Context: an optimization exercise on an open-source flow, tuned for small area and a short achievable clock period. The choices shown serve that exercise and are no tape-out recipe.
The RTL was checked by simulation tests, not by an equivalence proof against the original design.

$ cat flow/design.v
module fullreg #(  parameter N = 16 )(
    input [N-1:0] d,
    output reg [N-1:0] q,
    input clk,
    input en,
    input clr,  
    input rst   
    );
always @(posedge clk,posedge rst) begin
    if(rst)
        q=0;
    else    
    if(en==1)begin
        if(clr)
            q=0;
        else
            q=d;
    end
end
endmodule
`timescale 1ns / 1ps
module adder
   #(parameter integer N=16)
   (
    input  [N-1:0] x1,
    input  [N-1:0] x2,
    output  [N-1:0] y
    );
    assign y=$unsigned(x1)+$unsigned(x2);
endmodule
module fa_cell(input a, input b, input c, output s, output co);
  assign s = a ^ b ^ c;
  assign co = (a & b) | (a & c) | (b & c);
endmodule
module ha_cell(input a, input b, output s, output co);
  assign s = a ^ b;
  assign co = a & b;
endmodule
`timescale 1ns / 1ps
module mult
   #(parameter integer N=9)
   (
    input  [N-1:0] x1,
    input  [N-1:0] x2,
    output  [2*N-1:0] y
    );
    assign y=$signed(x1)*$signed(x2);
endmodule
module mac(
    input [15:0] x1,
    input [15:0] x2,
    input clk,
    input rst,
    input en,
    output [39:0] y
    );
reg [39:0] S;
reg [31:0] C;
wire s1;
wire c2;
wire s3;
wire c4;
wire s5;
wire c6;
wire s7;
wire c8;
wire s9;
wire c10;
wire s11;
wire c12;
wire s13;
wire c14;
wire s15;
wire c16;
wire s17;
wire c18;
wire s19;
wire c20;
wire s21;
wire c22;
wire s23;
wire c24;
wire s25;
wire c26;
wire s27;
wire c28;
wire s29;
wire c30;
wire s31;
wire c32;
wire s33;
wire c34;
wire s35;
wire c36;
wire s37;
wire c38;
wire s39;
wire c40;
wire s41;
wire c42;
wire s43;
wire c44;
wire s45;
wire c46;
wire s47;
wire c48;
wire s49;
wire c50;
wire s51;
wire c52;
wire s53;
wire c54;
wire s55;
wire c56;
wire s57;
wire c58;
wire s59;
wire c60;
wire s61;
wire c62;
wire s63;
wire c64;
wire s65;
wire c66;
wire s67;
wire c68;
wire s69;
wire c70;
wire s71;
wire c72;
wire s73;
wire c74;
wire s75;
wire c76;
wire s77;
wire c78;
wire s79;
wire c80;
wire s81;
wire c82;
wire s83;
wire c84;
wire s85;
wire c86;
wire s87;
wire c88;
wire s89;
wire c90;
wire s91;
wire c92;
wire s93;
wire c94;
wire s95;
wire c96;
wire s97;
wire c98;
wire s99;
wire c100;
wire s101;
wire c102;
wire s103;
wire c104;
wire s105;
wire c106;
wire s107;
wire c108;
wire s109;
wire c110;
wire s111;
wire c112;
wire s113;
wire c114;
wire s115;
wire c116;
wire s117;
wire c118;
wire s119;
wire c120;
wire s121;
wire c122;
wire s123;
wire c124;
wire s125;
wire c126;
wire s127;
wire c128;
wire s129;
wire c130;
wire s131;
wire c132;
wire s133;
wire c134;
wire s135;
wire c136;
wire s137;
wire c138;
wire s139;
wire c140;
wire s141;
wire c142;
wire s143;
wire c144;
wire s145;
wire c146;
wire s147;
wire c148;
wire s149;
wire c150;
wire s151;
wire c152;
wire s153;
wire c154;
wire s155;
wire c156;
wire s157;
wire c158;
wire s159;
wire c160;
wire s161;
wire c162;
wire s163;
wire c164;
wire s165;
wire c166;
wire s167;
wire c168;
wire s169;
wire c170;
wire s171;
wire c172;
wire s173;
wire c174;
wire s175;
wire c176;
wire s177;
wire c178;
wire s179;
wire c180;
wire s181;
wire c182;
wire s183;
wire c184;
wire s185;
wire c186;
wire s187;
wire c188;
wire s189;
wire c190;
wire s191;
wire c192;
wire s193;
wire c194;
wire s195;
wire c196;
wire s197;
wire c198;
wire s199;
wire c200;
wire s201;
wire c202;
wire s203;
wire c204;
wire s205;
wire c206;
wire s207;
wire c208;
wire s209;
wire c210;
wire s211;
wire c212;
wire s213;
wire c214;
wire s215;
wire c216;
wire s217;
wire c218;
wire s219;
wire c220;
wire s221;
wire c222;
wire s223;
wire c224;
wire s225;
wire c226;
wire s227;
wire c228;
wire s229;
wire c230;
wire s231;
wire c232;
wire s233;
wire c234;
wire s235;
wire c236;
wire s237;
wire c238;
wire s239;
wire c240;
wire s241;
wire c242;
wire s243;
wire c244;
wire s245;
wire c246;
wire s247;
wire c248;
wire s249;
wire c250;
wire s251;
wire c252;
wire s253;
wire c254;
wire s255;
wire c256;
wire s257;
wire c258;
wire s259;
wire c260;
wire s261;
wire c262;
wire s263;
wire c264;
wire s265;
wire c266;
wire s267;
wire c268;
wire s269;
wire c270;
wire s271;
wire c272;
wire s273;
wire c274;
wire s275;
wire c276;
wire s277;
wire c278;
wire s279;
wire c280;
wire s281;
wire c282;
wire s283;
wire c284;
wire s285;
wire c286;
wire s287;
wire c288;
wire s289;
wire c290;
wire s291;
wire c292;
wire s293;
wire c294;
wire s295;
wire c296;
wire one0 = en & (x2[0] ^ 1'b0);
wire two0 = en & ((x2[1] & ~x2[0] & ~1'b0) | (~x2[1] & x2[0] & 1'b0));
wire neg0 = en & x2[1] & ~(x2[0] & 1'b0);
wire pp0_0 = (one0 & (x1[0] ^ neg0)) | (two0 & (1'b0 ^ neg0));
wire pp0_1 = (one0 & (x1[1] ^ neg0)) | (two0 & (x1[0] ^ neg0));
wire pp0_2 = (one0 & (x1[2] ^ neg0)) | (two0 & (x1[1] ^ neg0));
wire pp0_3 = (one0 & (x1[3] ^ neg0)) | (two0 & (x1[2] ^ neg0));
wire pp0_4 = (one0 & (x1[4] ^ neg0)) | (two0 & (x1[3] ^ neg0));
wire pp0_5 = (one0 & (x1[5] ^ neg0)) | (two0 & (x1[4] ^ neg0));
wire pp0_6 = (one0 & (x1[6] ^ neg0)) | (two0 & (x1[5] ^ neg0));
wire pp0_7 = (one0 & (x1[7] ^ neg0)) | (two0 & (x1[6] ^ neg0));
wire pp0_8 = (one0 & (x1[8] ^ neg0)) | (two0 & (x1[7] ^ neg0));
wire pp0_9 = (one0 & (x1[9] ^ neg0)) | (two0 & (x1[8] ^ neg0));
wire pp0_10 = (one0 & (x1[10] ^ neg0)) | (two0 & (x1[9] ^ neg0));
wire pp0_11 = (one0 & (x1[11] ^ neg0)) | (two0 & (x1[10] ^ neg0));
wire pp0_12 = (one0 & (x1[12] ^ neg0)) | (two0 & (x1[11] ^ neg0));
wire pp0_13 = (one0 & (x1[13] ^ neg0)) | (two0 & (x1[12] ^ neg0));
wire pp0_14 = (one0 & (x1[14] ^ neg0)) | (two0 & (x1[13] ^ neg0));
wire pp0_15 = (one0 & (x1[15] ^ neg0)) | (two0 & (x1[14] ^ neg0));
wire pp0_16 = ~((one0 & (x1[15] ^ neg0)) | (two0 & (x1[15] ^ neg0)));
wire one1 = en & (x2[2] ^ x2[1]);
wire two1 = en & ((x2[3] & ~x2[2] & ~x2[1]) | (~x2[3] & x2[2] & x2[1]));
wire neg1 = en & x2[3] & ~(x2[2] & x2[1]);
wire pp1_0 = (one1 & (x1[0] ^ neg1)) | (two1 & (1'b0 ^ neg1));
wire pp1_1 = (one1 & (x1[1] ^ neg1)) | (two1 & (x1[0] ^ neg1));
wire pp1_2 = (one1 & (x1[2] ^ neg1)) | (two1 & (x1[1] ^ neg1));
wire pp1_3 = (one1 & (x1[3] ^ neg1)) | (two1 & (x1[2] ^ neg1));
wire pp1_4 = (one1 & (x1[4] ^ neg1)) | (two1 & (x1[3] ^ neg1));
wire pp1_5 = (one1 & (x1[5] ^ neg1)) | (two1 & (x1[4] ^ neg1));
wire pp1_6 = (one1 & (x1[6] ^ neg1)) | (two1 & (x1[5] ^ neg1));
wire pp1_7 = (one1 & (x1[7] ^ neg1)) | (two1 & (x1[6] ^ neg1));
wire pp1_8 = (one1 & (x1[8] ^ neg1)) | (two1 & (x1[7] ^ neg1));
wire pp1_9 = (one1 & (x1[9] ^ neg1)) | (two1 & (x1[8] ^ neg1));
wire pp1_10 = (one1 & (x1[10] ^ neg1)) | (two1 & (x1[9] ^ neg1));
wire pp1_11 = (one1 & (x1[11] ^ neg1)) | (two1 & (x1[10] ^ neg1));
wire pp1_12 = (one1 & (x1[12] ^ neg1)) | (two1 & (x1[11] ^ neg1));
wire pp1_13 = (one1 & (x1[13] ^ neg1)) | (two1 & (x1[12] ^ neg1));
wire pp1_14 = (one1 & (x1[14] ^ neg1)) | (two1 & (x1[13] ^ neg1));
wire pp1_15 = (one1 & (x1[15] ^ neg1)) | (two1 & (x1[14] ^ neg1));
wire pp1_16 = ~((one1 & (x1[15] ^ neg1)) | (two1 & (x1[15] ^ neg1)));
wire one2 = en & (x2[4] ^ x2[3]);
wire two2 = en & ((x2[5] & ~x2[4] & ~x2[3]) | (~x2[5] & x2[4] & x2[3]));
wire neg2 = en & x2[5] & ~(x2[4] & x2[3]);
wire pp2_0 = (one2 & (x1[0] ^ neg2)) | (two2 & (1'b0 ^ neg2));
wire pp2_1 = (one2 & (x1[1] ^ neg2)) | (two2 & (x1[0] ^ neg2));
wire pp2_2 = (one2 & (x1[2] ^ neg2)) | (two2 & (x1[1] ^ neg2));
wire pp2_3 = (one2 & (x1[3] ^ neg2)) | (two2 & (x1[2] ^ neg2));
wire pp2_4 = (one2 & (x1[4] ^ neg2)) | (two2 & (x1[3] ^ neg2));
wire pp2_5 = (one2 & (x1[5] ^ neg2)) | (two2 & (x1[4] ^ neg2));
wire pp2_6 = (one2 & (x1[6] ^ neg2)) | (two2 & (x1[5] ^ neg2));
wire pp2_7 = (one2 & (x1[7] ^ neg2)) | (two2 & (x1[6] ^ neg2));
wire pp2_8 = (one2 & (x1[8] ^ neg2)) | (two2 & (x1[7] ^ neg2));
wire pp2_9 = (one2 & (x1[9] ^ neg2)) | (two2 & (x1[8] ^ neg2));
wire pp2_10 = (one2 & (x1[10] ^ neg2)) | (two2 & (x1[9] ^ neg2));
wire pp2_11 = (one2 & (x1[11] ^ neg2)) | (two2 & (x1[10] ^ neg2));
wire pp2_12 = (one2 & (x1[12] ^ neg2)) | (two2 & (x1[11] ^ neg2));
wire pp2_13 = (one2 & (x1[13] ^ neg2)) | (two2 & (x1[12] ^ neg2));
wire pp2_14 = (one2 & (x1[14] ^ neg2)) | (two2 & (x1[13] ^ neg2));
wire pp2_15 = (one2 & (x1[15] ^ neg2)) | (two2 & (x1[14] ^ neg2));
wire pp2_16 = ~((one2 & (x1[15] ^ neg2)) | (two2 & (x1[15] ^ neg2)));
wire one3 = en & (x2[6] ^ x2[5]);
wire two3 = en & ((x2[7] & ~x2[6] & ~x2[5]) | (~x2[7] & x2[6] & x2[5]));
wire neg3 = en & x2[7] & ~(x2[6] & x2[5]);
wire pp3_0 = (one3 & (x1[0] ^ neg3)) | (two3 & (1'b0 ^ neg3));
wire pp3_1 = (one3 & (x1[1] ^ neg3)) | (two3 & (x1[0] ^ neg3));
wire pp3_2 = (one3 & (x1[2] ^ neg3)) | (two3 & (x1[1] ^ neg3));
wire pp3_3 = (one3 & (x1[3] ^ neg3)) | (two3 & (x1[2] ^ neg3));
wire pp3_4 = (one3 & (x1[4] ^ neg3)) | (two3 & (x1[3] ^ neg3));
wire pp3_5 = (one3 & (x1[5] ^ neg3)) | (two3 & (x1[4] ^ neg3));
wire pp3_6 = (one3 & (x1[6] ^ neg3)) | (two3 & (x1[5] ^ neg3));
wire pp3_7 = (one3 & (x1[7] ^ neg3)) | (two3 & (x1[6] ^ neg3));
wire pp3_8 = (one3 & (x1[8] ^ neg3)) | (two3 & (x1[7] ^ neg3));
wire pp3_9 = (one3 & (x1[9] ^ neg3)) | (two3 & (x1[8] ^ neg3));
wire pp3_10 = (one3 & (x1[10] ^ neg3)) | (two3 & (x1[9] ^ neg3));
wire pp3_11 = (one3 & (x1[11] ^ neg3)) | (two3 & (x1[10] ^ neg3));
wire pp3_12 = (one3 & (x1[12] ^ neg3)) | (two3 & (x1[11] ^ neg3));
wire pp3_13 = (one3 & (x1[13] ^ neg3)) | (two3 & (x1[12] ^ neg3));
wire pp3_14 = (one3 & (x1[14] ^ neg3)) | (two3 & (x1[13] ^ neg3));
wire pp3_15 = (one3 & (x1[15] ^ neg3)) | (two3 & (x1[14] ^ neg3));
wire pp3_16 = ~((one3 & (x1[15] ^ neg3)) | (two3 & (x1[15] ^ neg3)));
wire one4 = en & (x2[8] ^ x2[7]);
wire two4 = en & ((x2[9] & ~x2[8] & ~x2[7]) | (~x2[9] & x2[8] & x2[7]));
wire neg4 = en & x2[9] & ~(x2[8] & x2[7]);
wire pp4_0 = (one4 & (x1[0] ^ neg4)) | (two4 & (1'b0 ^ neg4));
wire pp4_1 = (one4 & (x1[1] ^ neg4)) | (two4 & (x1[0] ^ neg4));
wire pp4_2 = (one4 & (x1[2] ^ neg4)) | (two4 & (x1[1] ^ neg4));
wire pp4_3 = (one4 & (x1[3] ^ neg4)) | (two4 & (x1[2] ^ neg4));
wire pp4_4 = (one4 & (x1[4] ^ neg4)) | (two4 & (x1[3] ^ neg4));
wire pp4_5 = (one4 & (x1[5] ^ neg4)) | (two4 & (x1[4] ^ neg4));
wire pp4_6 = (one4 & (x1[6] ^ neg4)) | (two4 & (x1[5] ^ neg4));
wire pp4_7 = (one4 & (x1[7] ^ neg4)) | (two4 & (x1[6] ^ neg4));
wire pp4_8 = (one4 & (x1[8] ^ neg4)) | (two4 & (x1[7] ^ neg4));
wire pp4_9 = (one4 & (x1[9] ^ neg4)) | (two4 & (x1[8] ^ neg4));
wire pp4_10 = (one4 & (x1[10] ^ neg4)) | (two4 & (x1[9] ^ neg4));
wire pp4_11 = (one4 & (x1[11] ^ neg4)) | (two4 & (x1[10] ^ neg4));
wire pp4_12 = (one4 & (x1[12] ^ neg4)) | (two4 & (x1[11] ^ neg4));
wire pp4_13 = (one4 & (x1[13] ^ neg4)) | (two4 & (x1[12] ^ neg4));
wire pp4_14 = (one4 & (x1[14] ^ neg4)) | (two4 & (x1[13] ^ neg4));
wire pp4_15 = (one4 & (x1[15] ^ neg4)) | (two4 & (x1[14] ^ neg4));
wire pp4_16 = ~((one4 & (x1[15] ^ neg4)) | (two4 & (x1[15] ^ neg4)));
wire one5 = en & (x2[10] ^ x2[9]);
wire two5 = en & ((x2[11] & ~x2[10] & ~x2[9]) | (~x2[11] & x2[10] & x2[9]));
wire neg5 = en & x2[11] & ~(x2[10] & x2[9]);
wire pp5_0 = (one5 & (x1[0] ^ neg5)) | (two5 & (1'b0 ^ neg5));
wire pp5_1 = (one5 & (x1[1] ^ neg5)) | (two5 & (x1[0] ^ neg5));
wire pp5_2 = (one5 & (x1[2] ^ neg5)) | (two5 & (x1[1] ^ neg5));
wire pp5_3 = (one5 & (x1[3] ^ neg5)) | (two5 & (x1[2] ^ neg5));
wire pp5_4 = (one5 & (x1[4] ^ neg5)) | (two5 & (x1[3] ^ neg5));
wire pp5_5 = (one5 & (x1[5] ^ neg5)) | (two5 & (x1[4] ^ neg5));
wire pp5_6 = (one5 & (x1[6] ^ neg5)) | (two5 & (x1[5] ^ neg5));
wire pp5_7 = (one5 & (x1[7] ^ neg5)) | (two5 & (x1[6] ^ neg5));
wire pp5_8 = (one5 & (x1[8] ^ neg5)) | (two5 & (x1[7] ^ neg5));
wire pp5_9 = (one5 & (x1[9] ^ neg5)) | (two5 & (x1[8] ^ neg5));
wire pp5_10 = (one5 & (x1[10] ^ neg5)) | (two5 & (x1[9] ^ neg5));
wire pp5_11 = (one5 & (x1[11] ^ neg5)) | (two5 & (x1[10] ^ neg5));
wire pp5_12 = (one5 & (x1[12] ^ neg5)) | (two5 & (x1[11] ^ neg5));
wire pp5_13 = (one5 & (x1[13] ^ neg5)) | (two5 & (x1[12] ^ neg5));
wire pp5_14 = (one5 & (x1[14] ^ neg5)) | (two5 & (x1[13] ^ neg5));
wire pp5_15 = (one5 & (x1[15] ^ neg5)) | (two5 & (x1[14] ^ neg5));
wire pp5_16 = ~((one5 & (x1[15] ^ neg5)) | (two5 & (x1[15] ^ neg5)));
wire one6 = en & (x2[12] ^ x2[11]);
wire two6 = en & ((x2[13] & ~x2[12] & ~x2[11]) | (~x2[13] & x2[12] & x2[11]));
wire neg6 = en & x2[13] & ~(x2[12] & x2[11]);
wire pp6_0 = (one6 & (x1[0] ^ neg6)) | (two6 & (1'b0 ^ neg6));
wire pp6_1 = (one6 & (x1[1] ^ neg6)) | (two6 & (x1[0] ^ neg6));
wire pp6_2 = (one6 & (x1[2] ^ neg6)) | (two6 & (x1[1] ^ neg6));
wire pp6_3 = (one6 & (x1[3] ^ neg6)) | (two6 & (x1[2] ^ neg6));
wire pp6_4 = (one6 & (x1[4] ^ neg6)) | (two6 & (x1[3] ^ neg6));
wire pp6_5 = (one6 & (x1[5] ^ neg6)) | (two6 & (x1[4] ^ neg6));
wire pp6_6 = (one6 & (x1[6] ^ neg6)) | (two6 & (x1[5] ^ neg6));
wire pp6_7 = (one6 & (x1[7] ^ neg6)) | (two6 & (x1[6] ^ neg6));
wire pp6_8 = (one6 & (x1[8] ^ neg6)) | (two6 & (x1[7] ^ neg6));
wire pp6_9 = (one6 & (x1[9] ^ neg6)) | (two6 & (x1[8] ^ neg6));
wire pp6_10 = (one6 & (x1[10] ^ neg6)) | (two6 & (x1[9] ^ neg6));
wire pp6_11 = (one6 & (x1[11] ^ neg6)) | (two6 & (x1[10] ^ neg6));
wire pp6_12 = (one6 & (x1[12] ^ neg6)) | (two6 & (x1[11] ^ neg6));
wire pp6_13 = (one6 & (x1[13] ^ neg6)) | (two6 & (x1[12] ^ neg6));
wire pp6_14 = (one6 & (x1[14] ^ neg6)) | (two6 & (x1[13] ^ neg6));
wire pp6_15 = (one6 & (x1[15] ^ neg6)) | (two6 & (x1[14] ^ neg6));
wire pp6_16 = ~((one6 & (x1[15] ^ neg6)) | (two6 & (x1[15] ^ neg6)));
wire one7 = en & (x2[14] ^ x2[13]);
wire two7 = en & ((x2[15] & ~x2[14] & ~x2[13]) | (~x2[15] & x2[14] & x2[13]));
wire neg7 = en & x2[15] & ~(x2[14] & x2[13]);
wire pp7_0 = (one7 & (x1[0] ^ neg7)) | (two7 & (1'b0 ^ neg7));
wire pp7_1 = (one7 & (x1[1] ^ neg7)) | (two7 & (x1[0] ^ neg7));
wire pp7_2 = (one7 & (x1[2] ^ neg7)) | (two7 & (x1[1] ^ neg7));
wire pp7_3 = (one7 & (x1[3] ^ neg7)) | (two7 & (x1[2] ^ neg7));
wire pp7_4 = (one7 & (x1[4] ^ neg7)) | (two7 & (x1[3] ^ neg7));
wire pp7_5 = (one7 & (x1[5] ^ neg7)) | (two7 & (x1[4] ^ neg7));
wire pp7_6 = (one7 & (x1[6] ^ neg7)) | (two7 & (x1[5] ^ neg7));
wire pp7_7 = (one7 & (x1[7] ^ neg7)) | (two7 & (x1[6] ^ neg7));
wire pp7_8 = (one7 & (x1[8] ^ neg7)) | (two7 & (x1[7] ^ neg7));
wire pp7_9 = (one7 & (x1[9] ^ neg7)) | (two7 & (x1[8] ^ neg7));
wire pp7_10 = (one7 & (x1[10] ^ neg7)) | (two7 & (x1[9] ^ neg7));
wire pp7_11 = (one7 & (x1[11] ^ neg7)) | (two7 & (x1[10] ^ neg7));
wire pp7_12 = (one7 & (x1[12] ^ neg7)) | (two7 & (x1[11] ^ neg7));
wire pp7_13 = (one7 & (x1[13] ^ neg7)) | (two7 & (x1[12] ^ neg7));
wire pp7_14 = (one7 & (x1[14] ^ neg7)) | (two7 & (x1[13] ^ neg7));
wire pp7_15 = (one7 & (x1[15] ^ neg7)) | (two7 & (x1[14] ^ neg7));
wire pp7_16 = ~((one7 & (x1[15] ^ neg7)) | (two7 & (x1[15] ^ neg7)));
wire s0n = ~pp0_16;
wire [4:0] yi = y[18:14];
wire [5:0] yp1 = {1'b0, yi} + 6'd1;
wire [5:0] yinc = neg7 ? yp1 : {1'b0, yi};
ha_cell hs1 (.a(y[8]), .b(neg4), .s(s1), .co(c2));
ha_cell hs3 (.a(y[9]), .b(pp0_9), .s(s3), .co(c4));
fa_cell fs5 (.a(y[10]), .b(neg5), .c(pp0_10), .s(s5), .co(c6));
ha_cell hs7 (.a(pp1_8), .b(pp2_6), .s(s7), .co(c8));
fa_cell fs9 (.a(y[11]), .b(pp0_11), .c(pp1_9), .s(s9), .co(c10));
ha_cell hs11 (.a(pp2_7), .b(pp3_5), .s(s11), .co(c12));
fa_cell fs13 (.a(y[12]), .b(neg6), .c(pp0_12), .s(s13), .co(c14));
fa_cell fs15 (.a(pp1_10), .b(pp2_8), .c(pp3_6), .s(s15), .co(c16));
ha_cell hs17 (.a(pp4_4), .b(pp5_2), .s(s17), .co(c18));
fa_cell fs19 (.a(y[13]), .b(pp0_13), .c(pp1_11), .s(s19), .co(c20));
fa_cell fs21 (.a(pp2_9), .b(pp3_7), .c(pp4_5), .s(s21), .co(c22));
ha_cell hs23 (.a(pp5_3), .b(pp6_1), .s(s23), .co(c24));
fa_cell fs25 (.a(yinc[0]), .b(pp0_14), .c(pp1_12), .s(s25), .co(c26));
fa_cell fs27 (.a(pp2_10), .b(pp3_8), .c(pp4_6), .s(s27), .co(c28));
fa_cell fs29 (.a(pp5_4), .b(pp6_2), .c(pp7_0), .s(s29), .co(c30));
fa_cell fs31 (.a(yinc[1]), .b(pp0_15), .c(pp1_13), .s(s31), .co(c32));
fa_cell fs33 (.a(pp2_11), .b(pp3_9), .c(pp4_7), .s(s33), .co(c34));
fa_cell fs35 (.a(pp5_5), .b(pp6_3), .c(pp7_1), .s(s35), .co(c36));
fa_cell fs37 (.a(yinc[2]), .b(pp1_14), .c(pp2_12), .s(s37), .co(c38));
fa_cell fs39 (.a(pp3_10), .b(pp4_8), .c(pp5_6), .s(s39), .co(c40));
fa_cell fs41 (.a(pp6_4), .b(pp7_2), .c(s0n), .s(s41), .co(c42));
fa_cell fs43 (.a(yinc[3]), .b(pp1_15), .c(pp2_13), .s(s43), .co(c44));
fa_cell fs45 (.a(pp3_11), .b(pp4_9), .c(pp5_7), .s(s45), .co(c46));
fa_cell fs47 (.a(pp6_5), .b(pp7_3), .c(s0n), .s(s47), .co(c48));
fa_cell fs49 (.a(yinc[4]), .b(pp1_16), .c(pp2_14), .s(s49), .co(c50));
fa_cell fs51 (.a(pp3_12), .b(pp4_10), .c(pp5_8), .s(s51), .co(c52));
fa_cell fs53 (.a(pp6_6), .b(pp7_4), .c(pp0_16), .s(s53), .co(c54));
assign s55 = ~(y[19] ^ yinc[5]);
assign c56 = y[19] | yinc[5];
fa_cell fs57 (.a(pp2_15), .b(pp3_13), .c(pp4_11), .s(s57), .co(c58));
fa_cell fs59 (.a(pp5_9), .b(pp6_7), .c(pp7_5), .s(s59), .co(c60));
fa_cell fs61 (.a(y[20]), .b(pp2_16), .c(pp3_14), .s(s61), .co(c62));
fa_cell fs63 (.a(pp4_12), .b(pp5_10), .c(pp6_8), .s(s63), .co(c64));
assign s65 = ~(y[21] ^ pp3_15);
assign c66 = y[21] | pp3_15;
ha_cell hs67 (.a(pp4_13), .b(pp5_11), .s(s67), .co(c68));
fa_cell fs69 (.a(y[22]), .b(pp3_16), .c(pp4_14), .s(s69), .co(c70));
assign s71 = ~y[23];
assign c72 = y[23];
ha_cell hs73 (.a(y[4]), .b(neg2), .s(s73), .co(c74));
ha_cell hs75 (.a(y[5]), .b(pp0_5), .s(s75), .co(c76));
fa_cell fs77 (.a(y[6]), .b(neg3), .c(pp0_6), .s(s77), .co(c78));
ha_cell hs79 (.a(pp1_4), .b(pp2_2), .s(s79), .co(c80));
fa_cell fs81 (.a(y[7]), .b(pp0_7), .c(pp1_5), .s(s81), .co(c82));
ha_cell hs83 (.a(pp2_3), .b(pp3_1), .s(s83), .co(c84));
fa_cell fs85 (.a(s1), .b(pp0_8), .c(pp1_6), .s(s85), .co(c86));
fa_cell fs87 (.a(pp2_4), .b(pp3_2), .c(pp4_0), .s(s87), .co(c88));
fa_cell fs89 (.a(c2), .b(pp1_7), .c(pp2_5), .s(s89), .co(c90));
fa_cell fs91 (.a(pp3_3), .b(pp4_1), .c(s3), .s(s91), .co(c92));
fa_cell fs93 (.a(pp3_4), .b(pp4_2), .c(pp5_0), .s(s93), .co(c94));
fa_cell fs95 (.a(c4), .b(s7), .c(s5), .s(s95), .co(c96));
fa_cell fs97 (.a(pp4_3), .b(pp5_1), .c(c8), .s(s97), .co(c98));
fa_cell fs99 (.a(s11), .b(c6), .c(s9), .s(s99), .co(c100));
fa_cell fs101 (.a(pp6_0), .b(c12), .c(s17), .s(s101), .co(c102));
fa_cell fs103 (.a(c10), .b(s13), .c(s15), .s(s103), .co(c104));
fa_cell fs105 (.a(c18), .b(s23), .c(c14), .s(s105), .co(c106));
fa_cell fs107 (.a(c16), .b(s19), .c(s21), .s(s107), .co(c108));
fa_cell fs109 (.a(c24), .b(c20), .c(c22), .s(s109), .co(c110));
fa_cell fs111 (.a(s25), .b(s27), .c(s29), .s(s111), .co(c112));
fa_cell fs113 (.a(c26), .b(c28), .c(c30), .s(s113), .co(c114));
fa_cell fs115 (.a(s31), .b(s33), .c(s35), .s(s115), .co(c116));
fa_cell fs117 (.a(c32), .b(c34), .c(c36), .s(s117), .co(c118));
fa_cell fs119 (.a(s37), .b(s39), .c(s41), .s(s119), .co(c120));
fa_cell fs121 (.a(c38), .b(c40), .c(c42), .s(s121), .co(c122));
fa_cell fs123 (.a(s43), .b(s45), .c(s47), .s(s123), .co(c124));
fa_cell fs125 (.a(c44), .b(c46), .c(c48), .s(s125), .co(c126));
fa_cell fs127 (.a(s49), .b(s51), .c(s53), .s(s127), .co(c128));
fa_cell fs129 (.a(s55), .b(c50), .c(c52), .s(s129), .co(c130));
fa_cell fs131 (.a(c54), .b(s57), .c(s59), .s(s131), .co(c132));
fa_cell fs133 (.a(pp7_6), .b(c56), .c(c58), .s(s133), .co(c134));
fa_cell fs135 (.a(c60), .b(s61), .c(s63), .s(s135), .co(c136));
fa_cell fs137 (.a(pp6_9), .b(pp7_7), .c(s67), .s(s137), .co(c138));
fa_cell fs139 (.a(c62), .b(c64), .c(s65), .s(s139), .co(c140));
fa_cell fs141 (.a(pp5_12), .b(pp6_10), .c(pp7_8), .s(s141), .co(c142));
fa_cell fs143 (.a(c68), .b(c66), .c(s69), .s(s143), .co(c144));
fa_cell fs145 (.a(s71), .b(pp4_15), .c(pp5_13), .s(s145), .co(c146));
fa_cell fs147 (.a(pp6_11), .b(pp7_9), .c(c70), .s(s147), .co(c148));
fa_cell fs149 (.a(y[24]), .b(c72), .c(pp4_16), .s(s149), .co(c150));
fa_cell fs151 (.a(pp5_14), .b(pp6_12), .c(pp7_10), .s(s151), .co(c152));
assign s153 = ~(y[25] ^ pp5_15);
assign c154 = y[25] | pp5_15;
ha_cell hs155 (.a(pp6_13), .b(pp7_11), .s(s155), .co(c156));
fa_cell fs157 (.a(y[26]), .b(pp5_16), .c(pp6_14), .s(s157), .co(c158));
assign s159 = ~y[27];
assign c160 = y[27];
ha_cell hs161 (.a(y[2]), .b(neg1), .s(s161), .co(c162));
ha_cell hs163 (.a(y[3]), .b(pp0_3), .s(s163), .co(c164));
fa_cell fs165 (.a(s73), .b(pp0_4), .c(pp1_2), .s(s165), .co(c166));
fa_cell fs167 (.a(c74), .b(pp1_3), .c(pp2_1), .s(s167), .co(c168));
fa_cell fs169 (.a(pp3_0), .b(c76), .c(s79), .s(s169), .co(c170));
fa_cell fs171 (.a(c80), .b(s83), .c(c78), .s(s171), .co(c172));
fa_cell fs173 (.a(c84), .b(c82), .c(s85), .s(s173), .co(c174));
fa_cell fs175 (.a(c86), .b(c88), .c(s89), .s(s175), .co(c176));
fa_cell fs177 (.a(c90), .b(s93), .c(c92), .s(s177), .co(c178));
fa_cell fs179 (.a(c94), .b(s97), .c(c96), .s(s179), .co(c180));
fa_cell fs181 (.a(c98), .b(s101), .c(c100), .s(s181), .co(c182));
fa_cell fs183 (.a(c102), .b(c104), .c(s105), .s(s183), .co(c184));
fa_cell fs185 (.a(c106), .b(c108), .c(s109), .s(s185), .co(c186));
fa_cell fs187 (.a(c110), .b(c112), .c(s113), .s(s187), .co(c188));
fa_cell fs189 (.a(c114), .b(c116), .c(s117), .s(s189), .co(c190));
fa_cell fs191 (.a(c118), .b(c120), .c(s121), .s(s191), .co(c192));
fa_cell fs193 (.a(c122), .b(c124), .c(s125), .s(s193), .co(c194));
fa_cell fs195 (.a(c126), .b(c128), .c(s129), .s(s195), .co(c196));
fa_cell fs197 (.a(c130), .b(c132), .c(s133), .s(s197), .co(c198));
fa_cell fs199 (.a(s137), .b(c134), .c(c136), .s(s199), .co(c200));
fa_cell fs201 (.a(s141), .b(c138), .c(c140), .s(s201), .co(c202));
fa_cell fs203 (.a(c142), .b(s145), .c(c144), .s(s203), .co(c204));
fa_cell fs205 (.a(c146), .b(s149), .c(s151), .s(s205), .co(c206));
fa_cell fs207 (.a(s155), .b(c150), .c(c152), .s(s207), .co(c208));
fa_cell fs209 (.a(pp7_12), .b(c156), .c(c154), .s(s209), .co(c210));
fa_cell fs211 (.a(s159), .b(pp6_15), .c(pp7_13), .s(s211), .co(c212));
fa_cell fs213 (.a(y[28]), .b(c160), .c(pp6_16), .s(s213), .co(c214));
assign s215 = ~y[29];
assign c216 = y[29];
ha_cell hs217 (.a(y[0]), .b(neg0), .s(s217), .co(c218));
ha_cell hs219 (.a(y[1]), .b(pp0_1), .s(s219), .co(c220));
fa_cell fs221 (.a(s161), .b(pp0_2), .c(pp1_0), .s(s221), .co(c222));
fa_cell fs223 (.a(c162), .b(pp1_1), .c(s163), .s(s223), .co(c224));
fa_cell fs225 (.a(pp2_0), .b(c164), .c(s165), .s(s225), .co(c226));
fa_cell fs227 (.a(s75), .b(c166), .c(s167), .s(s227), .co(c228));
fa_cell fs229 (.a(c168), .b(s77), .c(s169), .s(s229), .co(c230));
fa_cell fs231 (.a(s81), .b(c170), .c(s171), .s(s231), .co(c232));
fa_cell fs233 (.a(s87), .b(c172), .c(s173), .s(s233), .co(c234));
fa_cell fs235 (.a(s91), .b(c174), .c(s175), .s(s235), .co(c236));
fa_cell fs237 (.a(c176), .b(s95), .c(s177), .s(s237), .co(c238));
fa_cell fs239 (.a(s99), .b(c178), .c(s179), .s(s239), .co(c240));
fa_cell fs241 (.a(s103), .b(c180), .c(s181), .s(s241), .co(c242));
fa_cell fs243 (.a(s107), .b(c182), .c(s183), .s(s243), .co(c244));
fa_cell fs245 (.a(s111), .b(c184), .c(s185), .s(s245), .co(c246));
fa_cell fs247 (.a(s115), .b(c186), .c(s187), .s(s247), .co(c248));
fa_cell fs249 (.a(s119), .b(c188), .c(s189), .s(s249), .co(c250));
fa_cell fs251 (.a(s123), .b(c190), .c(s191), .s(s251), .co(c252));
fa_cell fs253 (.a(s127), .b(c192), .c(s193), .s(s253), .co(c254));
fa_cell fs255 (.a(s131), .b(c194), .c(s195), .s(s255), .co(c256));
fa_cell fs257 (.a(s135), .b(c196), .c(s197), .s(s257), .co(c258));
fa_cell fs259 (.a(s139), .b(c198), .c(s199), .s(s259), .co(c260));
fa_cell fs261 (.a(s143), .b(c200), .c(s201), .s(s261), .co(c262));
fa_cell fs263 (.a(s147), .b(c202), .c(s203), .s(s263), .co(c264));
fa_cell fs265 (.a(c148), .b(s205), .c(c204), .s(s265), .co(c266));
fa_cell fs267 (.a(s153), .b(c206), .c(s207), .s(s267), .co(c268));
fa_cell fs269 (.a(s157), .b(c208), .c(s209), .s(s269), .co(c270));
fa_cell fs271 (.a(c158), .b(s211), .c(c210), .s(s271), .co(c272));
fa_cell fs273 (.a(pp7_14), .b(c212), .c(s213), .s(s273), .co(c274));
fa_cell fs275 (.a(s215), .b(pp7_15), .c(c214), .s(s275), .co(c276));
fa_cell fs277 (.a(y[30]), .b(c216), .c(pp7_16), .s(s277), .co(c278));
assign s279 = ~y[31];
assign c280 = y[31];
assign s281 = ~y[32];
assign c282 = y[32];
assign s283 = ~y[33];
assign c284 = y[33];
assign s285 = ~y[34];
assign c286 = y[34];
assign s287 = ~y[35];
assign c288 = y[35];
assign s289 = ~y[36];
assign c290 = y[36];
assign s291 = ~y[37];
assign c292 = y[37];
assign s293 = ~y[38];
assign c294 = y[38];
assign s295 = ~y[39];
assign c296 = y[39];
wire [7:0] hs = {c294, c292, c290, c288, c286, c284, c282, c280} + {s295, s293, s291, s289, s287, s285, s283, s281};
wire [39:0] Sn = {hs[7], hs[6], hs[5], hs[4], hs[3], hs[2], hs[1], hs[0], c278, c276, c274, c272, c270, c268, c266, c264, c262, c260, c258, c256, c254, c252, c250, c248, c246, c244, c242, c240, c238, c236, c234, c232, c230, c228, c226, c224, c222, c220, c218, pp0_0};
wire [31:0] Cn = {s279, s277, s275, s273, s271, s269, s267, s265, s263, s261, s259, s257, s255, s253, s251, s249, s247, s245, s243, s241, s239, s237, s235, s233, s231, s229, s227, s225, s223, s221, s219, s217};
always @(posedge clk or posedge rst)
  if (rst) begin
    S <= 40'd0;
    C <= 32'd0;
  end else begin
    S <= Sn;
    C <= Cn;
  end
wire [39:0] ya = S[39:0], yb = {8'd0, C};
wire [39:0] p0, g0;
ha_cell pg0 (.a(ya[0]), .b(yb[0]), .s(p0[0]), .co(g0[0]));
ha_cell pg1 (.a(ya[1]), .b(yb[1]), .s(p0[1]), .co(g0[1]));
ha_cell pg2 (.a(ya[2]), .b(yb[2]), .s(p0[2]), .co(g0[2]));
ha_cell pg3 (.a(ya[3]), .b(yb[3]), .s(p0[3]), .co(g0[3]));
ha_cell pg4 (.a(ya[4]), .b(yb[4]), .s(p0[4]), .co(g0[4]));
ha_cell pg5 (.a(ya[5]), .b(yb[5]), .s(p0[5]), .co(g0[5]));
ha_cell pg6 (.a(ya[6]), .b(yb[6]), .s(p0[6]), .co(g0[6]));
ha_cell pg7 (.a(ya[7]), .b(yb[7]), .s(p0[7]), .co(g0[7]));
ha_cell pg8 (.a(ya[8]), .b(yb[8]), .s(p0[8]), .co(g0[8]));
ha_cell pg9 (.a(ya[9]), .b(yb[9]), .s(p0[9]), .co(g0[9]));
ha_cell pg10 (.a(ya[10]), .b(yb[10]), .s(p0[10]), .co(g0[10]));
ha_cell pg11 (.a(ya[11]), .b(yb[11]), .s(p0[11]), .co(g0[11]));
ha_cell pg12 (.a(ya[12]), .b(yb[12]), .s(p0[12]), .co(g0[12]));
ha_cell pg13 (.a(ya[13]), .b(yb[13]), .s(p0[13]), .co(g0[13]));
ha_cell pg14 (.a(ya[14]), .b(yb[14]), .s(p0[14]), .co(g0[14]));
ha_cell pg15 (.a(ya[15]), .b(yb[15]), .s(p0[15]), .co(g0[15]));
ha_cell pg16 (.a(ya[16]), .b(yb[16]), .s(p0[16]), .co(g0[16]));
ha_cell pg17 (.a(ya[17]), .b(yb[17]), .s(p0[17]), .co(g0[17]));
ha_cell pg18 (.a(ya[18]), .b(yb[18]), .s(p0[18]), .co(g0[18]));
ha_cell pg19 (.a(ya[19]), .b(yb[19]), .s(p0[19]), .co(g0[19]));
ha_cell pg20 (.a(ya[20]), .b(yb[20]), .s(p0[20]), .co(g0[20]));
ha_cell pg21 (.a(ya[21]), .b(yb[21]), .s(p0[21]), .co(g0[21]));
ha_cell pg22 (.a(ya[22]), .b(yb[22]), .s(p0[22]), .co(g0[22]));
ha_cell pg23 (.a(ya[23]), .b(yb[23]), .s(p0[23]), .co(g0[23]));
ha_cell pg24 (.a(ya[24]), .b(yb[24]), .s(p0[24]), .co(g0[24]));
ha_cell pg25 (.a(ya[25]), .b(yb[25]), .s(p0[25]), .co(g0[25]));
ha_cell pg26 (.a(ya[26]), .b(yb[26]), .s(p0[26]), .co(g0[26]));
ha_cell pg27 (.a(ya[27]), .b(yb[27]), .s(p0[27]), .co(g0[27]));
ha_cell pg28 (.a(ya[28]), .b(yb[28]), .s(p0[28]), .co(g0[28]));
ha_cell pg29 (.a(ya[29]), .b(yb[29]), .s(p0[29]), .co(g0[29]));
ha_cell pg30 (.a(ya[30]), .b(yb[30]), .s(p0[30]), .co(g0[30]));
ha_cell pg31 (.a(ya[31]), .b(yb[31]), .s(p0[31]), .co(g0[31]));
assign p0[32] = ya[32];
assign g0[32] = 1'b0;
assign p0[33] = ya[33];
assign g0[33] = 1'b0;
assign p0[34] = ya[34];
assign g0[34] = 1'b0;
assign p0[35] = ya[35];
assign g0[35] = 1'b0;
assign p0[36] = ya[36];
assign g0[36] = 1'b0;
assign p0[37] = ya[37];
assign g0[37] = 1'b0;
assign p0[38] = ya[38];
assign g0[38] = 1'b0;
assign p0[39] = ya[39];
assign g0[39] = 1'b0;
wire bg0_1 = g0[1] | (p0[1] & g0[0]);
wire bp0_1 = p0[1] & p0[0];
wire bg0_3 = g0[3] | (p0[3] & g0[2]);
wire bp0_3 = p0[3] & p0[2];
wire bg0_5 = g0[5] | (p0[5] & g0[4]);
wire bp0_5 = p0[5] & p0[4];
wire bg0_7 = g0[7] | (p0[7] & g0[6]);
wire bp0_7 = p0[7] & p0[6];
wire bg0_9 = g0[9] | (p0[9] & g0[8]);
wire bp0_9 = p0[9] & p0[8];
wire bg0_11 = g0[11] | (p0[11] & g0[10]);
wire bp0_11 = p0[11] & p0[10];
wire bg0_13 = g0[13] | (p0[13] & g0[12]);
wire bp0_13 = p0[13] & p0[12];
wire bg0_15 = g0[15] | (p0[15] & g0[14]);
wire bp0_15 = p0[15] & p0[14];
wire bg0_17 = g0[17] | (p0[17] & g0[16]);
wire bp0_17 = p0[17] & p0[16];
wire bg0_19 = g0[19] | (p0[19] & g0[18]);
wire bp0_19 = p0[19] & p0[18];
wire bg0_21 = g0[21] | (p0[21] & g0[20]);
wire bp0_21 = p0[21] & p0[20];
wire bg0_23 = g0[23] | (p0[23] & g0[22]);
wire bp0_23 = p0[23] & p0[22];
wire bg0_25 = g0[25] | (p0[25] & g0[24]);
wire bp0_25 = p0[25] & p0[24];
wire bg0_27 = g0[27] | (p0[27] & g0[26]);
wire bp0_27 = p0[27] & p0[26];
wire bg0_29 = g0[29] | (p0[29] & g0[28]);
wire bp0_29 = p0[29] & p0[28];
wire bg0_31 = g0[31] | (p0[31] & g0[30]);
wire bp0_31 = p0[31] & p0[30];
wire bg0_33 = g0[33] | (p0[33] & g0[32]);
wire bp0_33 = p0[33] & p0[32];
wire bg0_35 = g0[35] | (p0[35] & g0[34]);
wire bp0_35 = p0[35] & p0[34];
wire bg0_37 = g0[37] | (p0[37] & g0[36]);
wire bp0_37 = p0[37] & p0[36];
wire bg0_39 = g0[39] | (p0[39] & g0[38]);
wire bp0_39 = p0[39] & p0[38];
wire bg1_3 = bg0_3 | (bp0_3 & bg0_1);
wire bp1_3 = bp0_3 & bp0_1;
wire bg1_7 = bg0_7 | (bp0_7 & bg0_5);
wire bp1_7 = bp0_7 & bp0_5;
wire bg1_11 = bg0_11 | (bp0_11 & bg0_9);
wire bp1_11 = bp0_11 & bp0_9;
wire bg1_15 = bg0_15 | (bp0_15 & bg0_13);
wire bp1_15 = bp0_15 & bp0_13;
wire bg1_19 = bg0_19 | (bp0_19 & bg0_17);
wire bp1_19 = bp0_19 & bp0_17;
wire bg1_23 = bg0_23 | (bp0_23 & bg0_21);
wire bp1_23 = bp0_23 & bp0_21;
wire bg1_27 = bg0_27 | (bp0_27 & bg0_25);
wire bp1_27 = bp0_27 & bp0_25;
wire bg1_31 = bg0_31 | (bp0_31 & bg0_29);
wire bp1_31 = bp0_31 & bp0_29;
wire bg1_35 = bg0_35 | (bp0_35 & bg0_33);
wire bp1_35 = bp0_35 & bp0_33;
wire bg1_39 = bg0_39 | (bp0_39 & bg0_37);
wire bp1_39 = bp0_39 & bp0_37;
wire bg2_7 = bg1_7 | (bp1_7 & bg1_3);
wire bp2_7 = bp1_7 & bp1_3;
wire bg2_15 = bg1_15 | (bp1_15 & bg1_11);
wire bp2_15 = bp1_15 & bp1_11;
wire bg2_23 = bg1_23 | (bp1_23 & bg1_19);
wire bp2_23 = bp1_23 & bp1_19;
wire bg2_31 = bg1_31 | (bp1_31 & bg1_27);
wire bp2_31 = bp1_31 & bp1_27;
wire bg2_39 = bg1_39 | (bp1_39 & bg1_35);
wire bp2_39 = bp1_39 & bp1_35;
wire bg3_15 = bg2_15 | (bp2_15 & bg2_7);
wire bp3_15 = bp2_15 & bp2_7;
wire bg3_31 = bg2_31 | (bp2_31 & bg2_23);
wire bp3_31 = bp2_31 & bp2_23;
wire bg4_31 = bg3_31 | (bp3_31 & bg3_15);
wire bp4_31 = bp3_31 & bp3_15;
wire bg8_23 = bg2_23 | (bp2_23 & bg3_15);
wire bp8_23 = bp2_23 & bp3_15;
wire bg8_39 = bg2_39 | (bp2_39 & bg4_31);
wire bp8_39 = bp2_39 & bp4_31;
wire bg9_11 = bg1_11 | (bp1_11 & bg2_7);
wire bp9_11 = bp1_11 & bp2_7;
wire bg9_19 = bg1_19 | (bp1_19 & bg3_15);
wire bp9_19 = bp1_19 & bp3_15;
wire bg9_27 = bg1_27 | (bp1_27 & bg8_23);
wire bp9_27 = bp1_27 & bp8_23;
wire bg9_35 = bg1_35 | (bp1_35 & bg4_31);
wire bp9_35 = bp1_35 & bp4_31;
wire bg10_5 = bg0_5 | (bp0_5 & bg1_3);
wire bp10_5 = bp0_5 & bp1_3;
wire bg10_9 = bg0_9 | (bp0_9 & bg2_7);
wire bp10_9 = bp0_9 & bp2_7;
wire bg10_13 = bg0_13 | (bp0_13 & bg9_11);
wire bp10_13 = bp0_13 & bp9_11;
wire bg10_17 = bg0_17 | (bp0_17 & bg3_15);
wire bp10_17 = bp0_17 & bp3_15;
wire bg10_21 = bg0_21 | (bp0_21 & bg9_19);
wire bp10_21 = bp0_21 & bp9_19;
wire bg10_25 = bg0_25 | (bp0_25 & bg8_23);
wire bp10_25 = bp0_25 & bp8_23;
wire bg10_29 = bg0_29 | (bp0_29 & bg9_27);
wire bp10_29 = bp0_29 & bp9_27;
wire bg10_33 = bg0_33 | (bp0_33 & bg4_31);
wire bp10_33 = bp0_33 & bp4_31;
wire bg10_37 = bg0_37 | (bp0_37 & bg9_35);
wire bp10_37 = bp0_37 & bp9_35;
wire bg11_2 = g0[2] | (p0[2] & bg0_1);
wire bp11_2 = p0[2] & bp0_1;
wire bg11_4 = g0[4] | (p0[4] & bg1_3);
wire bp11_4 = p0[4] & bp1_3;
wire bg11_6 = g0[6] | (p0[6] & bg10_5);
wire bp11_6 = p0[6] & bp10_5;
wire bg11_8 = g0[8] | (p0[8] & bg2_7);
wire bp11_8 = p0[8] & bp2_7;
wire bg11_10 = g0[10] | (p0[10] & bg10_9);
wire bp11_10 = p0[10] & bp10_9;
wire bg11_12 = g0[12] | (p0[12] & bg9_11);
wire bp11_12 = p0[12] & bp9_11;
wire bg11_14 = g0[14] | (p0[14] & bg10_13);
wire bp11_14 = p0[14] & bp10_13;
wire bg11_16 = g0[16] | (p0[16] & bg3_15);
wire bp11_16 = p0[16] & bp3_15;
wire bg11_18 = g0[18] | (p0[18] & bg10_17);
wire bp11_18 = p0[18] & bp10_17;
wire bg11_20 = g0[20] | (p0[20] & bg9_19);
wire bp11_20 = p0[20] & bp9_19;
wire bg11_22 = g0[22] | (p0[22] & bg10_21);
wire bp11_22 = p0[22] & bp10_21;
wire bg11_24 = g0[24] | (p0[24] & bg8_23);
wire bp11_24 = p0[24] & bp8_23;
wire bg11_26 = g0[26] | (p0[26] & bg10_25);
wire bp11_26 = p0[26] & bp10_25;
wire bg11_28 = g0[28] | (p0[28] & bg9_27);
wire bp11_28 = p0[28] & bp9_27;
wire bg11_30 = g0[30] | (p0[30] & bg10_29);
wire bp11_30 = p0[30] & bp10_29;
wire bg11_32 = g0[32] | (p0[32] & bg4_31);
wire bp11_32 = p0[32] & bp4_31;
wire bg11_34 = g0[34] | (p0[34] & bg10_33);
wire bp11_34 = p0[34] & bp10_33;
wire bg11_36 = g0[36] | (p0[36] & bg9_35);
wire bp11_36 = p0[36] & bp9_35;
wire bg11_38 = g0[38] | (p0[38] & bg10_37);
wire bp11_38 = p0[38] & bp10_37;
wire [39:0] cy = {bg11_38, bg10_37, bg11_36, bg9_35, bg11_34, bg10_33, bg11_32, bg4_31, bg11_30, bg10_29, bg11_28, bg9_27, bg11_26, bg10_25, bg11_24, bg8_23, bg11_22, bg10_21, bg11_20, bg9_19, bg11_18, bg10_17, bg11_16, bg3_15, bg11_14, bg10_13, bg11_12, bg9_11, bg11_10, bg10_9, bg11_8, bg2_7, bg11_6, bg10_5, bg11_4, bg1_3, bg11_2, bg0_1, g0[0], 1'b0};
assign y[39:0] = p0 ^ cy;
endmodule
$ cat flow/flow/run.sh
#!/bin/bash
# The standard layout (standard.sh: ORFS synthesis to final layout) with a
# few extra ORFS settings; the clock, constraints and synthesis script are
# unchanged. Settings come from flow/params.sh:
#   MARGIN      setup slack that repair_timing aims for (ns)
#   PORTBUF     cell used to buffer every input and output port
#   EXTRA       further ORFS make variables
set -u
. flow/params.sh
bash standard.sh SETUP_SLACK_MARGIN=$MARGIN "BUFFER_PORTS_ARGS=-buffer_cell $PORTBUF" $EXTRA finish > standard.log 2>&1
$ cat flow/flow/params.sh
MARGIN=6.8
PORTBUF=sky130_fd_sc_hd__buf_1
EXTRA="ABC_LOAD_IN_FF=2"
$ cat flow/standard.sh
#!/bin/bash
# synth_recipe.tcl (not shown) runs the flow's synth.tcl, then flattens the netlist and writes it again
# the make line also repeats each setting of config.mk as NAME=value (left out here)
make -C /OpenROAD-flow-scripts/flow DESIGN_CONFIG=/design/flow/config.mk WORK_HOME=/design/flow/orfs CLKGATE_MAP_FILE= SYNTH_SCRIPT=/design/flow/synth_recipe.tcl "${@:-finish}"
$ cat flow/config.mk
export PLATFORM = sky130hd
export DESIGN_NAME = mac
export DESIGN_NICKNAME = mac
export VERILOG_FILES = /design/flow/design.v
export SDC_FILE = /design/flow/constraint.sdc
export NUM_CORES = 4
export LEC_CHECK = 0
export ABC_AREA = 1
export CAP_MARGIN = 20
export CORE_MARGIN = 2
export CORE_UTILIZATION = 60
export CTS_BUF_LIST = sky130_fd_sc_hd__clkbuf_4 sky130_fd_sc_hd__clkbuf_8
export SETUP_SLACK_MARGIN = 5
export SLEW_MARGIN = 20
export SYNTH_HIERARCHICAL = 1
$ cat flow/constraint.sdc
create_clock -name core_clock -period 12.0 [get_ports {clk}]
set_input_delay 2.4000 -clock core_clock [delete_from_list [all_inputs] [get_ports {clk}]]
set_output_delay 2.4000 -clock core_clock [all_outputs]
set_load 0.01 [all_outputs]
==> results of run 1 <==
[layer usage]
layer | global-route usage [%] | part of all wire (%) | vias to the layer above
met5 | 0 | 0 | -
met4 | 7.18 | 1.5 | 0
met3 | 5.99 | 7.0 | 31
met2 | 48.8 | 48 | 245
met1 | 42.2 | 44 | 3481
li1 | - | - | 3178
[modules after synthesis (local to each module, per instance)]
module   cells inside  flops+latches  cell area, sq um
fa_cell             1              0              20.0
ha_cell             1              0              12.5
mac               726             72              6010
[registers in the layout, summed over array words and instances (netlist names)]
register	count
S	40
C	32
[final cells by class]
class	instances	area, sq um
clock buffer	13	160
clock inverter	3	65.1
fill	1056	3820
inverter	69	268
multi-input combinational	687	7300
sequential	72	1800
tap	184	230
timing repair buffer	138	891
[worst max-delay path: stages]
cell and delay, ps:
buf_2 160, ha_2 210, nor3_4 280, buf_6 200, xor2_2 210, nand2_1 140, o21ai_4 90, fa_2 480
fa_2 410, fa_1 500, fa_1 400
[cells in the mapped netlist]
master	instances
nand4_1	5
a21boi_0	1
inv_1	68
nand2_1	82
o211ai_1	1
fa_1	118
a21oi_1	30
dfrtp_1	72
buf_1	8
nor3_2	2
or3_1	1
buf_6	3
or2_2	2
a21o_1	4
o21ai_0	27
nor3_1	5
xnor2_1	122
nand3_1	24
inv_2	1
buf_4	23
nor2_1	26
buf_8	2
xor2_1	35
a31o_2	4
buf_2	10
nand2_2	1
clkbuf_1	17
ha_1	86
nor3_4	1
o22ai_1	110
[how the worst max path moves through the flow]
| stage | from | end | slack (ps) |
|---|---|---|---|
| after floorplan | x2[11] | C[17] | 6760 |
| after global placement | en | C[18] | 5460 |
| after detailed placement | en | C[18] | 5380 |
| after CTS | x2[13] | C[18] | 6760 |
| after global routing | x2[1] | C[18] | 6690 |
| final | x2[1] | C[18] | 6750 |
[through the flow]
step | worst slack [ps] | util, % | hold slack [ps] | instances
after floorplan | 6760 | - | 589 | 891
after global placement | 5460 | 64.4 | 602 | 1093
after detailed placement | 5380 | 64.4 | 612 | 1093
after CTS | 6760 | 69.4 | 632 | 1138
after global routing | 6690 | 73.7 | 674 | 1166
final | 6750 | 73.7 | 623 | 1166
[kinds of logic (layout without fill, tap and decap cells)]
kind of cell	after synthesis	count (layout)	synth area share, %
xor+xnor	157	157	15.4
compound gates	177	177	11.8
simple gates	149	149	7.18
flops	72	72	20.1
fa+ha+maj	204	204	38.4
buf+inv	132	223	7.14
[what timing repair did]
action | CTS | global route
endpoints found under the setup margin | 71 | 41
hold buffers | 0 | 0
cloned | 0 | 3
resized for setup | 67 | 101
pin swaps | 17 | 37
buffers inserted | 29 | 25
==> key figures, run 1 <==
STA
  • RSZ-0062 raised after global routing: yes
  • Tcrit/Tclk final: 43.7%
  • Clk_skew: 14.7 ps
  • Period minus WS final: 5250 ps
  • Worst slew margin: 35.2%
  • Final max-slew violation count: 0
  • Final hold vios: 0
  • Setup_tns: 0 ps
  • # setup viols final: 0
  • Actual slew at the worst max-slew pin: 972 ps
  • Fmax: 0.191 GHz

Setup path
  • Startpoint types: input port
  • FF-to-FF Start: S[1]
  • Arr. time, crit path: 5490 ps
  • Reg2reg end: C[16]
  • Critical Path RT: 12250 ps
  • Reg-to-reg setup timing slack: 7250 ps
  • R2R depth: 21
  • Crit path capture type: register
  • Crit Path Class: input port to register
  • Critical Path Fanout Max: 6

Yosys
  • Synth cell types: 30
  • Syn Nets: 1130
  • Yosys top cell by area: fa_1
  • Synthesized area: 8950 sq um
  • Post-synthesis sequential area ratio: 20.1%
  • Mean Syn Cell Area: 10.0 sq um
  • Yosys warns: 7
  • FF+latch count, synth: 72
  • Yosys top cell area share: 26.4%
  • Top post-synthesis cells by area: fa_1 26%, dfrtp_1 20%, ha_1 12%
  • Cells after synthesis: 891

Floorplan
  • Die width: 126 um
  • Die height: 126 um
  • Die area: 15900 sq um
  • Site row count: 44
  • Starting Density: 61.6%
  • Core area: 14500 sq um
  • I/O pin count: 75

Min path
  • Worst Hold End: C[0]
  • Hold Crit Start: C[0]
  • Hold Crit Depth: 2
  • Worst Hold Class: register to register

Finish
  • Commonest non-fill, non-tap cells in the layout: 101 x xnor2_1, 93 x fa_1, 91 x o22ai_1
  • Most common cell after layout, fill and taps aside: xnor2_1
  • Post-route cell area: 10700 sq um
  • # diodes: 0
  • Layout cells sized above 1: 25.7%
  • Area growth from synthesis to layout: 19.7%
  • Net count, final: 1216

Routing
  • Final WL: 23600 um
  • First-iteration detailed-routing DRC count: 374
  • ANT nets after route: 0
  • Vias per cell: 5.95
  • Average wire per standard cell: 20.3 um
  • Drt drc: 0
  • DR vias: 6935
  • Router iterations before antenna repair: 5

Clock network
  • Num CTS Buffers: 9
  • CTS max path bufs: 2
  • CTS root buffer: clkbuf_8
  • Skew-Pair Late Insertion Delay: 370 ps
  • CTS tree: built
  • Worst-path clk slew: 80 ps
  • CTS Sinks: 72
  • H-tree depth: 3

Global route
  • First-pass GRT wire length: 37100 um
  • Total global routing track utilization: 30.1%
  • Initial antenna violation count: 0
  • Pin count of the biggest net entering global routing: 73
  • Congestion Overflow GR: 0
  • Vias in the first global route: 7220

Place
  • HPWL after DPL: 17700 um
  • Final Wtd Congestion: 0.904
  • Port Buffers: 74
  • Placed Area: 9360 sq um

Run
  • Max-cap violations: 0

Status
  • Outcome: timing/DRC/antenna clean
==> run 2: changes to the inputs <==
==> flow/flow/params.sh (replaced) <==
MARGIN=6.6
PORTBUF=sky130_fd_sc_hd__buf_1
EXTRA="ABC_LOAD_IN_FF=2"
==> key figures, run 2 <==
Setup path
  • Crit path capture type: register
  • Worst path max stage delay: 530 ps
  • Critical Path Fanout Max: 11
  • Crit Path Class: input port to register
  • Critical Path RT: 12250 ps
  • Delay-heaviest family, CP: adder cells
  • Slowest CP cell: fa_1
  • Startpoint types: input port
  • Worst path bufs/invs: 3
  • Critical path's most frequent cell: fa_1
  • Arr. time, crit path: 5580 ps
  • Critical-path cell list: clkbuf_2 -> ha_1 -> nor3_2 -> buf_6 -> buf_4 -> xnor2_1 -> o22ai_2 -> fa_1 -> fa_1 -> fa_1 -> fa_1

Yosys
  • FF+latch count, synth: 72
  • Synth cell types: 30
  • Yosys warns: 7
  • Yosys top cell by area: fa_1
  • Most used DFF post-synth: dfrtp_1
  • Mux contribution to synthesized area: 0%
  • Main combinational cell family by area after synthesis: adder cells
  • Post-synthesis sequential area ratio: 20.1%
  • Post-synth EDFFs: 0
  • Post-synth top cells: 122 x xnor2_1, 118 x fa_1, 110 x o22ai_1
  • Mean Syn Cell Area: 10.0 sq um
  • Compound-Gate Fraction of Synth Area: 11.8%
  • Top post-synthesis cells by area: fa_1 26%, dfrtp_1 20%, ha_1 12%
  • Simple-gate share of the synthesized area: 7.18%
  • Synthesized area: 8950 sq um
  • Synth Area in XOR/XNOR: 15.4%
  • Cells after synthesis: 891
  • Yosys top cell area share: 26.4%
  • Syn Nets: 1130
  • Post-Synth Adder-Cell Area: 38.4%
  • Top-count cell post-synth: xnor2_1
  • Fraction of registers with async set or reset after synthesis: 100%

Clock network
  • H-tree depth: 3
  • # hold bufs at CTS: 0
  • Worst-path clk slew: 80 ps
  • CTS max path bufs: 2
  • CTS tree: built
  • CTS Sinks: 72
  • Skew-Pair Late Insertion Delay: 390 ps
  • Num CTS Buffers: 9
  • CTS root buffer: clkbuf_8

Finish
  • Fin cells: 1151
  • Largest registers: S x40, C x32
  • Most common cell after layout, fill and taps aside: xnor2_1
  • Largest register FFs: 40
  • Register bank with the most flops: S
  • Commonest non-fill, non-tap cells in the layout: 118 x xnor2_1, 116 x fa_1, 99 x o22ai_1
  • Final core utilization: 68.5%
  • Post-route cell area: 9960 sq um
  • # diodes: 0
  • Net count, final: 1201
  • Area growth from synthesis to layout: 11.3%
  • Filler instances: 1165
  • Layout cells sized above 1: 13.4%

Floorplan
  • Die width: 126 um
  • Site row count: 44
  • Die height: 126 um
  • I/O pin count: 75
  • Die area: 15900 sq um
  • Core area: 14500 sq um
  • Starting Density: 61.6%

Global route
  • Vias in the first global route: 7048
  • Most used routing layer: met2
  • Pin count of the biggest net entering global routing: 73
  • Met1 usage in global routing: 43.1%
  • Met3 Use GR: 5.40%
  • Initial antenna violation count: 0
  • First-pass GRT wire length: 36700 um
  • Congestion Overflow GR: 0
  • M2 GR Usage: 47.0%
  • Total global routing track utilization: 29.8%

Place
  • Cell count after placement: 1093
  • Port Buffers: 74
  • Final Wtd Congestion: 0.909
  • HPWL after DPL: 17500 um
  • Placed Area: 9160 sq um

STA
  • Clk_skew: 14.2 ps
  • Worst slew margin: 37.3%
  • # setup viols final: 0
  • Tcrit/Tclk final: 44.4%
  • Final max-slew violation count: 0
  • Actual slew at the worst max-slew pin: 940 ps
  • RSZ-0062 raised after global routing: yes
  • Period minus WS final: 5330 ps
  • Fmax: 0.188 GHz
  • Setup_tns: 0 ps
  • Final hold vios: 0

Routing
  • Average wire per standard cell: 20.2 um
  • Router iterations before antenna repair: 5
  • Final WL: 23200 um
  • Drt drc: 0
  • ANT nets after route: 0
  • Vias per cell: 5.98
  • First-iteration detailed-routing DRC count: 542
  • DR vias: 6882

Status
  • Outcome: timing/DRC/antenna clean

Min path
  • Worst Hold Class: register to register

Run
  • Max-cap violations: 0
-- run 2: cell counts after synthesis --
Identical to the previous run, type by type.
-- run 2: cell families after synthesis --
| group | count (synthesis) |
|---|---|
| flip-flops | 72 |
| AND/OR/NAND/NOR | 149 |
| XOR/XNOR | 157 |
| adder cells (fa/ha/maj) | 204 |
| buffers and inverters | 132 |
| AO/OA/AOI/OAI | 177 |
-- run 2: area by class of cell --
type                       count  area [sq um]  area share (%)
sequential                    72          1800            18.1
inverter                      69           262            2.63
tap                          184           230            2.31
clock buffer                  11           139            1.39
multi-input combinational    687          6770            67.9
clock inverter                 5          33.8           0.339
timing repair buffer         123           727            7.30
-- run 2: metrics by stage --
step / setup slack [ps] / hold WS (ps)
floorplan: 6610 / 589
detailed placement: 5320 / 626
finish: 6670 / 657
global placement: 5470 / 605
global route: 6550 / 676
CTS: 6590 / 647
-- run 2: path summary, 6_finish.rpt --
check / startpoint / endpoint / slack (ps) / cells past startpoint
max in group asynchronous: rst / S[0] / 9110 / 3
hold reg to reg: C[0] / C[0] / 660 / 2
min in group asynchronous: rst / S[34] / 2270 / 3
hold / removal: C[0] / C[0] / 660 / 2
setup reg to reg: S[1] / C[19] / 7020 / 21
setup / recovery: x2[1] / C[14] / 6670 / 11
-- run 2: per-layer routing --
metal | part of all wire, % | vias up
met4 | 1.8 | 0
met2 | 47 | 280
met3 | 7.6 | 39
li1 | - | 3152
met5 | 0 | -
met1 | 44 | 3411
-- run 2: modules after synthesis (local to each module, per instance) --
module,cells inside,copies in the design,flip-flops and latches
fa_cell,1,117,0
ha_cell,1,48,0
mac,726,1,72
-- run 2: tightest hold or removal path: cells and delay by family (launching register included) --
family	cells	cell delay [ps]
adder cells (fa/ha/maj)	2	290
flip-flops	1	330
-- run 2: timing repair --
action / 4_1_cts / 5_1_grt
setup endpoints to repair: 48 / 33
pin swaps: 5 / 5
gates cloned: 0 / 1
buffers inserted: 5 / 36
gates resized for setup: 34 / 42

-- re-timing with driven ports --
How much do the figures lean on ideal ports? The routed layouts below were timed once more, with nothing changed but the port constraints. Step 1 assumes that a clkbuf_16 drives the clock port and a buf_2 every other input. Step 2, shift: input delay + t, output delay - t, t = (earliest + latest rising clock arrival at the registers) / 2. This alone moves slack from input paths to output paths. a / b / c = ideal / step 1 / step 2; a / b = the first two.
run	shift t [ns]	slack for setup (ns)	worst setup path after step 2	worst data-port slew with drivers (ns)
run 1	0.404	6.754 / 6.775 / 6.370	input to register	0.05
run 2	0.418	6.673 / 6.673 / 6.272	input to register	0.04
After both steps setup and hold are still met in every run listed. For run 2, which loses most, drivers alone change the setup slack by 0.000 ns; drivers and shift together by -0.401 ns.
